Source: an optimization exercise on an open RTL-to-GDS flow (aim: small area, a short achievable clock period and few clock cycles per item). Production flows keep margins and buffers that such runs may drop.
The RTL was checked by simulation tests, not by an equivalence proof against the original design.

$ cat config.mk
export PLATFORM = sky130hd
export DESIGN_NAME = bicubic
export DESIGN_NICKNAME = bicubic
export VERILOG_FILES = /design/flow/design.v
export SDC_FILE = /design/flow/constraint.sdc
export NUM_CORES = 4
export LEC_CHECK = 0
export CAP_MARGIN = 20
export CORE_MARGIN = 2
export CORE_UTILIZATION = 40
export SLEW_MARGIN = 20
$ cat constraint.sdc
create_clock -name core_clock -period 120.0 [get_ports {clk}]
set_input_delay 24.0000 -clock core_clock [delete_from_list [all_inputs] [get_ports {clk}]]
set_output_delay 24.0000 -clock core_clock [all_outputs]
set_load 0.01 [all_outputs]
$ cat design.v
module bicubic (
    output reg Img_CEN,
    output reg [13:0] Img_A,
    output reg Result_CEN,
    output reg Result_WEN,
    output reg [7:0]Result_D,
    output reg [15:0] Result_A,
	output reg done,
    input clk,
    input rst,
    input enable,
    input [7:0] x0,
    input [7:0] y0,
    input [7:0] original_w,
    input [7:0] original_h,
    input [7:0] scaled_w,
    input [7:0] scaled_h,
	input [31:0] Img_Q,
	input [7:0] Result_Q
);
integer i;
parameter [3:0] START = 4'd0, IDLE = 4'd1, CHECK_VH = 4'd2, VH_DONE = 4'd3, H_CAL = 4'd4, V_CAL = 4'd5, LOAD = 4'd6, STORE_BI = 4'd7, LOAD_BI = 4'd8, X_IN = 4'd9, Y_IN = 4'd10, VH_DONE_GETDATA = 4'd11, WRITE_DATA = 4'd12, DONE = 4'd13;
reg [3:0] state, nextstate;                 
reg [2:0]get_data_ctn;
reg [2:0] X_in_ctn;                         
reg data_ready;                             
reg [7:0]pixel_Gray;                        
reg [7:0]fill_data;                         
reg [7:0] biq_arr[3:0];                     
reg [1:0] bicubic_index;                    
reg bicubic_flag;                           
wire [7:0]R, G, B;                          
assign R = Img_Q[23:16];
assign G = Img_Q[15:8];
assign B = Img_Q[7:0];
reg [7:0] addr_x,addr_y;
wire [35:0] h_on_expand = ({addr_x,20'd0} * (original_w - 1)) / (scaled_w - 1);          
wire [35:0] v_on_expand = ({addr_y,20'd0} * (original_h - 1)) / (scaled_h - 1);          
wire [7:0] h_addr = (h_on_expand[27:20] + x0);
wire [7:0] v_addr = (v_on_expand[27:20] + y0);
wire [13:0] final_addr = h_addr + (v_addr << 7);                              
wire signed [21:0]sign_h_float = {1'b0, 1'b0, h_on_expand[19:0]};            
wire signed [21:0]sign_v_float = {1'b0, 1'b0, v_on_expand[19:0]};            
reg signed  [21:0]x_square;                                                  
reg signed  [43:0]temp_x_square;                                             
reg signed  [33:0]temp_fill_data;                                            
reg signed [9:0] p_neg1, p0, p1, p2;                                         
wire signed [11:0] a, b, c, d;                                               
assign a = -(p_neg1 >> 1) + p0 + (p0 >> 1) - p1 - (p1 >> 1) + (p2 >> 1);     
assign b = p_neg1 - (p0 << 1) - (p0 >> 1) + (p1 << 1) - (p2 >> 1);           
assign c = - (p_neg1 >> 1) + (p1 >> 1);                                      
assign d = p0;                                                               
wire signed [31:0] shift_d;                                                  
assign shift_d = d << 20;                                                    
reg uppad, downpad, leftpad, rightpad;                   
always @(posedge clk) begin
    if(rst) begin
        state <= START;
    end else begin
        state <= nextstate;
    end
end
always @(*) begin
    case(state)
        START: begin
            if(enable) begin
                nextstate = IDLE;
            end else begin
                nextstate = START;
            end
        end
        IDLE: begin
            if(addr_x == scaled_w - 8'd1 && addr_y == scaled_h - 8'd1) nextstate = DONE;    
            else nextstate = CHECK_VH;
        end
        CHECK_VH: begin
            if(h_on_expand[19:0] == 20'd0 && v_on_expand[19:0] == 20'd0) nextstate = VH_DONE;              
            else if(h_on_expand[19:0] == 20'd0) nextstate = V_CAL;                                  
            else if(v_on_expand[19:0] == 20'd0) nextstate = H_CAL;                                  
            else nextstate = LOAD;                                                           
        end
        VH_DONE: nextstate = VH_DONE_GETDATA;
        VH_DONE_GETDATA: begin
            if(data_ready) nextstate = WRITE_DATA;
            else nextstate = VH_DONE_GETDATA;
        end
        H_CAL: begin
            if(get_data_ctn == 3'd5) nextstate = X_IN;
            else nextstate = H_CAL;
        end
        V_CAL: begin
            if(get_data_ctn == 3'd5) nextstate = Y_IN;
            else nextstate = V_CAL;
        end
        LOAD: begin
            nextstate = H_CAL;            
        end
        X_IN: begin
            if(X_in_ctn == 3'd5) begin
                if(bicubic_flag == 1'b1) nextstate = STORE_BI;
                else nextstate = WRITE_DATA;
            end
            else nextstate = X_IN;
        end
        Y_IN: begin
            if(X_in_ctn == 3'd5) nextstate = WRITE_DATA;
            else nextstate = Y_IN;
        end
        STORE_BI: begin
            if(bicubic_index == 2'd3) begin
                nextstate = LOAD_BI;
            end else begin
                nextstate = LOAD;
            end
        end
        LOAD_BI: nextstate = Y_IN;
        WRITE_DATA: nextstate = IDLE;
        DONE: nextstate = DONE; 
        default: nextstate = IDLE;
    endcase
end
always @(posedge clk) begin
    if(rst) begin
        addr_x <= -1;
        addr_y <= 8'd0;
        Result_A <= -1;
        get_data_ctn <= 3'd0;
        X_in_ctn <= 3'd0;
        data_ready <= 1'b0;
        fill_data <= 8'd0;
        Img_CEN <= 1'b1;                     
        bicubic_index <= -1;
        Result_D <= 8'd0;
        Result_WEN <= 1'b1;
        Result_CEN <= 1'b1; 
        done <= 1'b0;
        bicubic_flag <= 1'b0;
        p_neg1 <= 10'd0;
        p0 <= 10'd0;
        p1 <= 10'd0;
        p2 <= 10'd0;
        x_square <= 22'd0;
        temp_x_square <= 44'd0;
        temp_fill_data <= 34'd0;
        uppad <= 1'b0;
        downpad <= 1'b0;
        leftpad <= 1'b0;
        rightpad <= 1'b0;
        for(i = 0; i < 2'd3; i = i + 1) begin
            biq_arr[i] <= 8'd0;
        end
    end
    else begin
        case(state)
            IDLE: begin
                Result_WEN <= 1'b1;                  
                Img_CEN <= 1'b1;                     
                bicubic_flag <= 1'b0;
                uppad <= 1'b0;
                downpad <= 1'b0;
                leftpad <= 1'b0;
                rightpad <= 1'b0;
                if(addr_x == scaled_w - 8'd1) begin
                    addr_x <= 8'd0;
                    addr_y <= addr_y + 8'd1;
                end
                else begin
                    addr_x <= addr_x + 8'd1;
                end
                Result_A <= Result_A + 16'd1;
            end
            VH_DONE:begin
                Img_CEN <= 1'b0;                 
                Img_A <= final_addr;   
            end 
            VH_DONE_GETDATA: begin
                if(!data_ready) begin
                    data_ready <= 1'b1;
                end else begin
                    fill_data <= pixel_Gray;
                    data_ready <= 1'b0;
                end
            end
            WRITE_DATA: begin
                Result_D <= fill_data;
                Result_WEN <= 1'b0;              
                Result_CEN <= 1'b0;              
            end
            H_CAL: begin
                case(get_data_ctn)
                    3'd0:begin                                       
                        Img_CEN <= 1'b0;                 
                        if(bicubic_flag == 1'b1) begin                          
                            if(h_addr == 8'd0)  leftpad <= 1'b1;
                            else if(h_addr == 8'd126) rightpad <= 1'b1;
                            if(v_addr == 8'd0) uppad <= 1'b1;
                            else if(v_addr == 8'd126) downpad <= 1'b1;
                            Img_A <= final_addr - 14'd128 - 14'd1 + (bicubic_index << 7);                 
                        end
                        else begin                                               
                            if(h_addr == 8'd0) leftpad <= 1'b1;
                            else if(h_addr == 8'd126) rightpad <= 1'b1; 
                            Img_A <= final_addr - 14'd1;
                        end
                    end
                    3'd1: Img_A <= Img_A + 14'd1;        
                    3'd2: begin
                        p_neg1 <= {1'b0, pixel_Gray, 1'b0};    
                        Img_A <= Img_A + 14'd1;          
                    end
                    3'd3: begin
                        p0 <= {1'b0, pixel_Gray, 1'b0};       
                        Img_A <= Img_A + 14'd1;         
                    end
                    3'd4: begin
                        p1 <= {1'b0, pixel_Gray, 1'b0};       
                    end
                    3'd5: begin
                        if(leftpad == 1'b1) p_neg1 <= p0;
                        if(rightpad == 1'b1) p2 <= p1;
                        else p2 <= {1'b0, pixel_Gray, 1'b0};       
                    end
		    default: begin				 
		    	leftpad <= 1'b0;
			rightpad <= 1'b0;
	      	    end
                endcase
                if(get_data_ctn == 3'd5) get_data_ctn <= 3'd0;
                else get_data_ctn <= get_data_ctn + 3'd1;
            end
            V_CAL: begin
                case(get_data_ctn)
                    3'd0:begin                                                
                        Img_CEN <= 1'b0;                                      
                        if(v_addr == 8'd0) begin
                            uppad <= 1'b1;                                   
                        end
                        else if(v_addr == 8'd126) begin
                            downpad <= 1'b1;                                 
                        end
                        Img_A <= final_addr - 128;                           
                    end
                    3'd1: Img_A <= Img_A + 128;                        
                    3'd2: begin
                        Img_A <= Img_A + 128;                          
                        p_neg1 <= {1'b0, pixel_Gray, 1'b0};                         
                    end
                    3'd3: begin
                        Img_A <= Img_A + 128;                         
                        p0 <= {1'b0, pixel_Gray, 1'b0};                            
                    end
                    3'd4: begin
                        p1 <= {1'b0, pixel_Gray, 1'b0};                            
                    end
                    3'd5: begin
                        if(uppad == 1'b1) p_neg1 <= p0;
                        if(downpad == 1'b1) p2 <= p1;
                        else p2 <= {1'b0, pixel_Gray, 1'b0};                            
                    end
		    default: begin				 
		    	leftpad <= 1'b0;
			rightpad <= 1'b0;
	      	    end
                endcase
                if(get_data_ctn == 3'd5) get_data_ctn <= 3'd0;
                else get_data_ctn <= get_data_ctn + 3'd1;
            end
            X_IN: begin
                case(X_in_ctn)
                    3'd0: begin
                        temp_x_square <= sign_h_float * sign_h_float;          
                        temp_fill_data <= 34'd0;            
                    end
                    3'd1: begin
                        x_square <= {temp_x_square[43], temp_x_square[40], temp_x_square[39:20]};
                        temp_fill_data <= temp_fill_data + shift_d;              
                    end
                    3'd2: begin
                        temp_x_square <= x_square * sign_h_float;                
                        temp_fill_data <= temp_fill_data + (c * sign_h_float);   
                    end
                    3'd3:begin
                        temp_fill_data <= temp_fill_data + (b * x_square);        
                        x_square <= {temp_x_square[43], temp_x_square[40], temp_x_square[39:20]};               
                    end
                    3'd4: begin
                        temp_fill_data <= temp_fill_data + (a * x_square);       
                    end
                    3'd5: begin
                        if(temp_fill_data[33] == 1'd1) fill_data <= 8'd0;                                       
                        else if(temp_fill_data[32:21] >= 12'd255) fill_data <= 8'd255;                          
                        else if(temp_fill_data[20] == 1'd1) fill_data <= temp_fill_data[28:21] + 8'd1;          
                        else fill_data <= temp_fill_data[28:21];
                    end
		            default: begin			                                     
			            temp_fill_data <= 34'd0; 	
			        end
                endcase
                if(X_in_ctn == 3'd5) X_in_ctn <= 3'd0;
                else X_in_ctn <= X_in_ctn + 3'd1;
            end
            Y_IN: begin
                case(X_in_ctn)
                    3'd0: begin
                        temp_x_square <= sign_v_float * sign_v_float;          
                        temp_fill_data <= 34'd0;            
                    end
                    3'd1: begin
                        x_square <= {temp_x_square[43], temp_x_square[40], temp_x_square[39:20]};
                        temp_fill_data <= temp_fill_data + shift_d;              
                    end
                    3'd2: begin
                        temp_x_square <= x_square * sign_v_float;                
                        temp_fill_data <= temp_fill_data + (c * sign_v_float);   
                    end
                    3'd3:begin
                        temp_fill_data <= temp_fill_data + (b * x_square);        
                        x_square <= {temp_x_square[43], temp_x_square[40], temp_x_square[39:20]};               
                    end
                    3'd4: begin
                        temp_fill_data <= temp_fill_data + (a * x_square);       
                    end
                    3'd5: begin
                        if(temp_fill_data[33] == 1'd1) fill_data <= 8'd0;                                       
                        else if(temp_fill_data[32:21] >= 12'd255) fill_data <= 8'd255;                          
                        else if(temp_fill_data[20] == 1'd1) fill_data <= temp_fill_data[28:21] + 8'd1;          
                        else fill_data <= temp_fill_data[28:21];
                    end
		            default: begin			                                     
			            temp_fill_data <= 34'd0; 	
			        end
                endcase
                if(X_in_ctn == 3'd5) X_in_ctn <= 3'd0;
                else X_in_ctn <= X_in_ctn + 3'd1;
            end
            LOAD: begin
                bicubic_flag <= 1'b1;
                bicubic_index <= bicubic_index + 2'd1;
                leftpad <= 1'b0;
                rightpad <= 1'b0;             
            end
            STORE_BI: begin
                biq_arr[bicubic_index] <= fill_data;
                if(bicubic_index == 2'd3) begin
                    if(uppad == 1'b1) biq_arr[0] <= biq_arr[1];
                    if(downpad == 1'b1) biq_arr[3] <= biq_arr[2];
                    else biq_arr[bicubic_index] <= fill_data;
                    uppad <= 1'b0;
                    downpad <= 1'b0;
                end
                else biq_arr[bicubic_index] <= fill_data;
            end
            LOAD_BI: begin
                bicubic_index <= -1;
                p_neg1 <= {1'b0, biq_arr[0], 1'b0};
                p0 <= {1'b0, biq_arr[1], 1'b0};
                p1 <= {1'b0, biq_arr[2], 1'b0};
                p2 <= {1'b0, biq_arr[3], 1'b0};
            end
            DONE: done <= 1'b1;
        endcase
    end
end
reg [13:0]productR, productG, productB;
reg [14:0]RGB_to_Gray, rounded_RGB_to_Gray;
always @(*) begin
    if(Img_CEN == 1'b0) begin
        productR = R * 6'b001001;
        productG = G * 6'b010011;
        productB = B * 6'b000011;
        RGB_to_Gray = productR + productG + productB;
        if(RGB_to_Gray[4] == 1'b1) begin
            if(RGB_to_Gray[3:0] == 4'b0) begin                                                                   
                if(RGB_to_Gray[5] == 1'b0)  rounded_RGB_to_Gray = RGB_to_Gray;                                   
                else rounded_RGB_to_Gray = RGB_to_Gray + 15'b000000000100000;                                    
            end
            else rounded_RGB_to_Gray = RGB_to_Gray + 15'b000000000100000;
        end
        else rounded_RGB_to_Gray = RGB_to_Gray;
	    pixel_Gray = rounded_RGB_to_Gray[12:5];
    end
    else begin
        pixel_Gray = 8'd0;
        productR = 14'd0;
        productG = 14'd0;
        productB = 14'd0;
        RGB_to_Gray = 15'd0;
        rounded_RGB_to_Gray = 15'd0;
    end
end
endmodule
$ cat run.sh
#!/bin/bash
# synth_recipe.tcl (not shown) runs the flow's synth.tcl, then flattens the netlist and writes it again
# the make line also repeats each setting of config.mk as NAME=value (left out here)
make -C /OpenROAD-flow-scripts/flow DESIGN_CONFIG=/design/flow/config.mk WORK_HOME=/design/flow/orfs CLKGATE_MAP_FILE= SYNTH_SCRIPT=/design/flow/synth_recipe.tcl finish
==> notes.md <==
* Share of layout cells above drive strength 1 at 17.3%
* Vias at 184000
* Fin cells at 33300
* CTS Hold Bufs at 0
* Slew @ Worst Pin at 1200 ps
* Worst-path clk slew at 50 ps
* Placed Instance Area at 223000 um^2
* Slowest CP cell: or4_1
* Max Clock Skew at 49.9 ps
* DR pass1 iterations at 6
* All-Layer GR Usage at 26.9%
* Cell taking the most area after synthesis: fa_1
* Top-area cell type share of the netlist area at 27.8%
* Area contributors post-synth: fa_1, ha_1, inv_1
* Post-Route WL at 658000 um
* CP Max Fanout at 23
* Largest net degree at the start of global routing at 104
* Fin crit period at 115930 ps
* Most common cell in the netlist: inv_1
* Rel. slew slack at 19.7%
* Post-synth EDFFs at 46
* GRT overflow at 0
* Root buffer cell: clkbuf_16
* Full die area at 479000 um^2
* Num CTS Buffers at 35
* Top post-synthesis cells by count: inv_1, nand2_1, fa_1, ha_1, nor2_1
* First-pass GRT wire length at 1030000 um
* Fillers at 46200
* Port bufs at 116
* Type of element capturing the critical path: register
* Die width at 692 um
* Worst hold path type: reg2reg
* CTS H-Tree Depth at 2
* I/O pin count at 133
* Worst path arrival time at 116390 ps
* Post-Synthesis Cells at 24200
* Share of flip-flops with an asynchronous set or reset at 0%
* Maxcap violations at 0
* Status: finished clean
* Post-DP HPWL at 533000 um
* Vias per cell at 5.54
* Synth unique cells at 119
* Rows at 252
* Post-synthesis cell area at 189000 um^2
* Final Instance Area at 227000 um^2
* Critical Path RT at 120470 ps
* Placed Instances at 33100
* Fin util at 48.2%
* Crit Path Class: in2reg
* Reg area at 5010 um^2
* Area grow syn2layout at 20.0%
* Routed Antenna Nets at 0
* Iteration-0 DRC Markers at 13800
* Final setup viols at 0
* Worst setup SP type: primary input
* Cell mode on critical path: buf_4
* Initial antenna violation count at 12
* Initial core utilization at 40.2%
* Routability cong. at 0.963
* Final period utilization at 96.6%
* Max incr delay on CP at 560 ps
* Die height at 692 um
* Synthesized flop and latch total at 226
* Multi-input combinational cell area at 172000 um^2
* DRC at 0
* Synth Net Count at 29300
* Top FF cell, synth: dfxtp_1
* Max Slew Vio Count at 0
* Bufs on Longest Clock Path at 3
* Clock sink count at 226
* Warnings, synthesis at 1
* Later-pin clock latency in the skew report at 650 ps
* Vias in the first global route at 182000
* # nets final at 32200
* TritonCTS clock tree: built
* Core ar. at 471000 um^2
* Fin. Hold Viols at 0
* Avg Synthesized Cell Area at 7.83 um^2
* Routed len/inst at 19.8 um
* F_max at 0.00863 GHz
* Seq/Total Area, Yosys at 2.63%
what timing repair did:
| action | CTS | global route |
|---|---|---|
| setup endpoints to repair | 44 | 59 |
| pin swaps | 9 | 118 |
| resized for setup | 80 | 512 |
| buffers inserted | 3 | 89 |
| cloned | 0 | 7 |
metrics by stage:
step	setup WS [ps]	hold WS, ps	TNS (ps)
final	4070	447	0
after global placement	-2800	431	-63900
after floorplan	40.8	425	0
after global routing	-348	463	-3480
after detailed placement	-3010	437	-79840
after CTS	29.0	445	0
path summary, 6_finish.rpt:
path,start,to,slack [ps],cells past startpoint
min,temp_x_square[20],x_square[0],450,2
max reg2reg,addr_x[2],temp_x_square[34],28050,428
max,original_w[0],temp_x_square[34],4070,434
min reg2reg,temp_x_square[20],x_square[0],450,2
registers in the layout, summed over array words and instances, names as in the netlist, 3 cells and up:
signal	cells
Result_D	8
addr_y	8
p_neg1	8
X_in_ctn	3
Img_A	14
Result_A	16
p1	8
p0	8
state	4
p2	8
temp_fill_data	34
biq_arr	32
temp_x_square	22
fill_data	8
addr_x	8
get_data_ctn	3
x_square	22
cell families (layout without fill, tap and decap cells):
kind of cell	Yosys count	after routing	share of synthesized area, %
compound gates	5521	5523	19.2
xor+xnor	1367	1367	6.32
fa+ha+maj	5059	5059	43.8
buf+inv	4264	7142	8.47
flops	226	226	2.63
mux	203	203	1.16
other cells	0	18	0
simple gates	7555	7557	18.4
worst max-delay path: cells and delay by family:
| kind | cells | cell delay [ps] |
|---|---|---|
| simple gates | 89 | 16510 |
| mux | 9 | 2240 |
| fa+ha+maj | 49 | 16330 |
| compound gates | 208 | 44840 |
| buf+inv | 76 | 11770 |
| xor+xnor | 3 | 450 |
placed cells by master, fill, tap and decap left out, drive strengths merged, types with 210 or more instances in the layout:
cell type,n
nand3,368
o21ai,1036
fa,2633
and3,303
buf,3668
a31oi,229
nand2b,274
a211oi,215
xor2,471
nor2b,220
o21bai,210
inv,3295
nor3,440
and2,552
a21o,651
nor2,1792
o21a,349
ha,2426
nand2,2908
a21oi,1485
xnor2,896
area by class of cell:
cell class                 instances  share of cell area, %
clock buffer                      46                  0.439
timing repair inverter             1                0.00220
inverter                        3298                   5.47
multi-input combinational      19700                   75.5
antenna                           18                 0.0198
sequential                       226                   2.20
tap                             6223                   3.42
timing repair buffer            3782                   12.9
clock inverter                    15                 0.0913
per-layer routing:
layer	share of wire (%)	vias up	track usage (%)	wire (um)
met4	3.7	4	8.34	24600
met2	45	6016	43.5	294000
met1	45	90200	37.6	293000
met3	7.0	908	2.94	46300
met5	0.0041	-	0	27
li1	-	87400	-	-
Testbench counts, summed over its fixed seeds: cycles 5,554,197, pixels 92,003.

==> re-timing with driven ports <==
How much do the figures lean on ideal ports? The routed layout below was timed once more, with nothing changed but the port constraints.
Step 1 (the two cells are an assumption about what drives the block):
set clk [get_ports {clk}]
set_driving_cell -lib_cell sky130_fd_sc_hd__clkbuf_16 $clk
set_driving_cell -lib_cell sky130_fd_sc_hd__buf_2 [delete_from_list [all_inputs] $clk]
Step 2 also shifts input and output timing later by t, the mid clock arrival at the registers, as if the neighbouring blocks saw the same clock.
Three values: no drivers, after step 1, after step 2; two values: the first two.
t, ns: 0.716
setup WS [ns]: 4.075 / 4.148 / 3.432
hold slack, ns: 0.447 / 0.447 / 0.447
slew at the worst register clock pin (ns): 0.08 / 0.08
worst data-port slew with drivers (ns): 0.13
After both steps this run still meets setup and hold. The setup slack of this run moves by +0.073 ns with the drivers and by -0.643 ns with both steps.
